Context: an optimization exercise on an open-source flow, tuned for small area and a short achievable clock period. The choices shown serve that exercise and are no tape-out recipe.
Function was checked by simulation only, so behaviour that the tests miss may differ from the original.
Power is estimated from default activity; no workload was simulated.

## matrix_accelerator
module matrix_accelerator(
    input  wire        clk,
    input  wire        rst,
    input  wire        load_weight,
    input  wire [31:0] activation_in,
    output wire [95:0] result_out
);
    wire [31:0] skewed;
    skew_buffer skew_unit (
        .clk(clk),
        .rst(rst),
        .raw_input(activation_in),
        .skewed_output(skewed)
    );
    reg valid;
    always @(posedge clk or posedge rst)
        if (rst)              valid <= 1'b0;
        else if (load_weight) valid <= 1'b1;
    wire hold = load_weight | ~valid;
    wire [31:0] in_n = {load_weight ? activation_in[31:8] : skewed[31:8],
                        activation_in[7:0]};
    systolic_array array_core (
        .clk(clk),
        .rst(rst),
        .load_weight(load_weight),
        .sel_w(hold & ~rst),
        .sel_s(~hold & ~rst),
        .in_n(in_n),
        .in_m(skewed),   
        .out_e(result_out)
    );
endmodule
==> flow/config.mk <==
export PLATFORM = sky130hd
export DESIGN_NAME = matrix_accelerator
export DESIGN_NICKNAME = matrix_accelerator
export VERILOG_FILES = /design/flow/design.v
export SDC_FILE = /design/flow/constraint.sdc
export NUM_CORES = 4
export LEC_CHECK = 0
export CAP_MARGIN = 20
export CORE_MARGIN = 2
export CORE_UTILIZATION = 40
export CTS_CLUSTER_DIAMETER = 120
export CTS_CLUSTER_SIZE = 22
export SETUP_SLACK_MARGIN = 3.5
export SLEW_MARGIN = 20
export SYNTH_HIERARCHICAL = 1
export SYNTH_MINIMUM_KEEP_SIZE = 0
==> flow/constraint.sdc <==
create_clock -name core_clock -period 8.0 [get_ports {clk}]
set_input_delay 1.6000 -clock core_clock [delete_from_list [all_inputs] [get_ports {clk}]]
set_output_delay 1.6000 -clock core_clock [all_outputs]
set_load 0.01 [all_outputs]
standard.sh (not shown) runs the stock make flow with config.mk's settings and CLKGATE_MAP_FILE= SYNTH_SCRIPT=/design/flow/synth_recipe.tcl, a recipe that flattens the netlist after the stock synthesis.
==> flow/flow/run.sh <==
#!/bin/bash
# The standard layout (standard.sh), with plain buffers on the ports in place
# of the delay cells that buffer_ports picks by default. Every port still gets
# its own buffer. make's full output goes to standard.log in this folder.
set -euo pipefail
export BUFFER_PORTS_ARGS="-buffer_cell sky130_fd_sc_hd__buf_2"
bash standard.sh > standard.log 2>&1
Next try:
TNS_END_PERCENT = 20   (was unset)
Wire length is about the same.
Sequential power is about the same.
Clock skew came out higher by 0.015 ns.
Combinational power barely changes.
Area after synthesis does not change.
Next try:
PLACE_DENSITY = 0.7   (was unset)
TNS_END_PERCENT = unset   (was 20)
=> The new run completed with no timing, DRC or antenna violations; sequential power stays flat; final cell count is about the same; register-to-register slack gets better by 0.03 ns; maximum frequency increases by 0.75%.
Next try:
PLACE_DENSITY = unset   (was 0.7)
TNS_END_PERCENT = 50   (was unset)
What happened: Final cell count stays flat; maximum frequency goes down by 0.72%; die area is unchanged; combinational power barely changes; flip-flop and latch count is unchanged; total power is about the same.

* * *

job 3120:
matrix_accelerator, a different RTL version from the one above (not shown whole).
Size in the first run: roughly 4400 cells after synthesis, ~130 I/O pins.
// matrix_accelerator
module matrix_accelerator(
    input  wire        clk,
    input  wire        rst,
    input  wire        load_weight,
    input  wire [31:0] activation_in,
    output wire [95:0] result_out
);
==> flow/config.mk <==
export PLATFORM = sky130hd
export DESIGN_NAME = matrix_accelerator
export DESIGN_NICKNAME = matrix_accelerator
export VERILOG_FILES = /design/flow/design.v
export SDC_FILE = /design/flow/constraint.sdc
export NUM_CORES = 4
export LEC_CHECK = 0
export CAP_MARGIN = 20
export CORE_MARGIN = 2
export CORE_UTILIZATION = 40
export CTS_BUF_LIST = sky130_fd_sc_hd__clkbuf_8
export CTS_CLUSTER_DIAMETER = 100
export CTS_CLUSTER_SIZE = 14
export SETUP_SLACK_MARGIN = 3.5
export SLEW_MARGIN = 20
export SYNTH_HIERARCHICAL = 1
export SYNTH_MINIMUM_KEEP_SIZE = 0
==> flow/constraint.sdc <==
create_clock -name core_clock -period 8.0 [get_ports {clk}]
set_input_delay 1.6000 -clock core_clock [delete_from_list [all_inputs] [get_ports {clk}]]
set_output_delay 1.6000 -clock core_clock [all_outputs]
set_load 0.01 [all_outputs]
==> flow/flow/run.sh <==
#!/bin/bash
# The standard layout (standard.sh), with plain buffers on the ports in place
# of the delay cells that buffer_ports picks by default. Every port still gets
# its own buffer. make's full output goes to standard.log in this folder.
set -euo pipefail
export BUFFER_PORTS_ARGS="-buffer_cell sky130_fd_sc_hd__buf_1"
bash standard.sh > standard.log 2>&1
Job 3120 completed; timing, DRC and antenna clean
> inputs changed (job 3120 -> job 7967)
- swapping 14 for 22 in CTS_CLUSTER_SIZE
- clearing CTS_BUF_LIST, which used to be sky130_fd_sc_hd__clkbuf_8
- swapping 100 for 120 in CTS_CLUSTER_DIAMETER
- swapping 3.5 for 3.65 in SETUP_SLACK_MARGIN
==> flow/run.sh (new file) <==
#!/bin/bash
# synth_recipe.tcl (not shown) runs the flow's synth.tcl, then flattens the netlist and writes it again
# the make line also repeats each setting of config.mk as NAME=value (left out here)
make -C /OpenROAD-flow-scripts/flow DESIGN_CONFIG=/design/flow/config.mk WORK_HOME=/design/flow/orfs CLKGATE_MAP_FILE= SYNTH_SCRIPT=/design/flow/synth_recipe.tcl finish
removed: flow/flow/run.sh
removed: flow/standard.sh
### Flow results
Changes observed in job 7967 relative to job 3120: clock period minus final worst setup slack shrank by 41 ps; count of cell instances traversed by the critical path grew by 2; maximum number of pins on one net before global-route repair grew by 18. Job 3120 -> job 7967: routed wire length increased slightly. Delta(clock network fraction of total power, job 7967 - job 3120) < 0. In job 7967, power density over the cells is higher than in job 3120. In terms of maximum buffer depth of the clock tree, job 7967 and job 3120 differ only marginally. Worst hold slack across all endpoints, job 3120 and job 7967: larger value in job 7967. Job 7967 against job 3120; detailed-routed wire length on met2 is up by a few percent. When job 7967 is set beside job 3120, its setup slack turns out to be 41 ps larger. Largest fanout on the critical path: job 3120 vs job 7967 identical.
The following lists how job 3896 was set up differently from job 7967:
- SETUP_SLACK_MARGIN now 3.5, was 3.65
==> flow/flow/run.sh (new file) <==
#!/bin/bash
# The standard layout (standard.sh), with plain buffers on the ports in place
# of the delay cells that buffer_ports picks by default. Every port still gets
# its own buffer. make's full output goes to standard.log in this folder.
set -euo pipefail
export BUFFER_PORTS_ARGS="-buffer_cell sky130_fd_sc_hd__buf_2"
bash standard.sh > standard.log 2>&1
==> flow/standard.sh (new file) <==
#!/bin/bash
# synth_recipe.tcl (not shown) runs the flow's synth.tcl, then flattens the netlist and writes it again
# the make line also repeats each setting of config.mk as NAME=value (left out here)
make -C /OpenROAD-flow-scripts/flow DESIGN_CONFIG=/design/flow/config.mk WORK_HOME=/design/flow/orfs CLKGATE_MAP_FILE= SYNTH_SCRIPT=/design/flow/synth_recipe.tcl "${@:-finish}"
removed: flow/run.sh
==> run summary <==
- Job 3896 -> job 7967: starting utilization of the core area delta 0, exact match
- Diff job 3896..job 7967 | final-report setup violation count | unchanged
- Relative to job 7967, share of total power in combinational logic decreased by 1.8 points in job 3896.
- Detailed-route vias per instance: job 3896 vs job 7967 up about 0.5%

separate check: timing with driven ports:
The results above use ideal ports. As a check the final layouts listed here were re-extracted and re-timed, cells and wires unchanged. Step 1, drivers: a clkbuf_16 drives clk and a buf_2 each remaining input, both assumed. Step 2 also shifts input and output timing later by t, the mid clock arrival at the registers, as if the neighbouring blocks saw the same clock. a / b / c = ideal ports / drivers / drivers and shift; a / b = the first two.
| run | t, ns | setup slack, ns | worst hold slack (ns) | clock arrival spread, ns |
|---|---|---|---|---|
| the first run of note 1 | 0.715 | 3.638 / 3.638 / 3.074 | 0.353 / 0.353 / 0.353 | 0.024 / 0.024 |
| the second run of note 1 | 0.735 | 3.596 / 3.596 / 2.987 | 0.353 / 0.353 / 0.353 | 0.045 / 0.044 |
| the third run of note 1 | 0.709 | 3.629 / 3.629 / 2.968 | 0.353 / 0.353 / 0.353 | 0.029 / 0.030 |
| the fourth run of note 1 | 0.714 | 3.598 / 3.598 / 3.011 | 0.337 / 0.337 / 0.337 | 0.028 / 0.028 |
| job 3120 | 0.799 | 3.612 / 3.612 / 2.859 | 0.350 / 0.350 / 0.350 | 0.085 / 0.085 |
| job 7967 | 0.725 | 3.653 / 3.653 / 2.983 | 0.354 / 0.354 / 0.354 | 0.038 / 0.038 |
| job 3896 | 0.726 | 3.610 / 3.610 / 2.947 | 0.356 / 0.356 / 0.356 | 0.030 / 0.029 |
After both steps every run listed still meets setup and hold. For job 3120, which loses most, drivers alone change the setup slack by 0.000 ns; drivers and shift together by -0.753 ns.
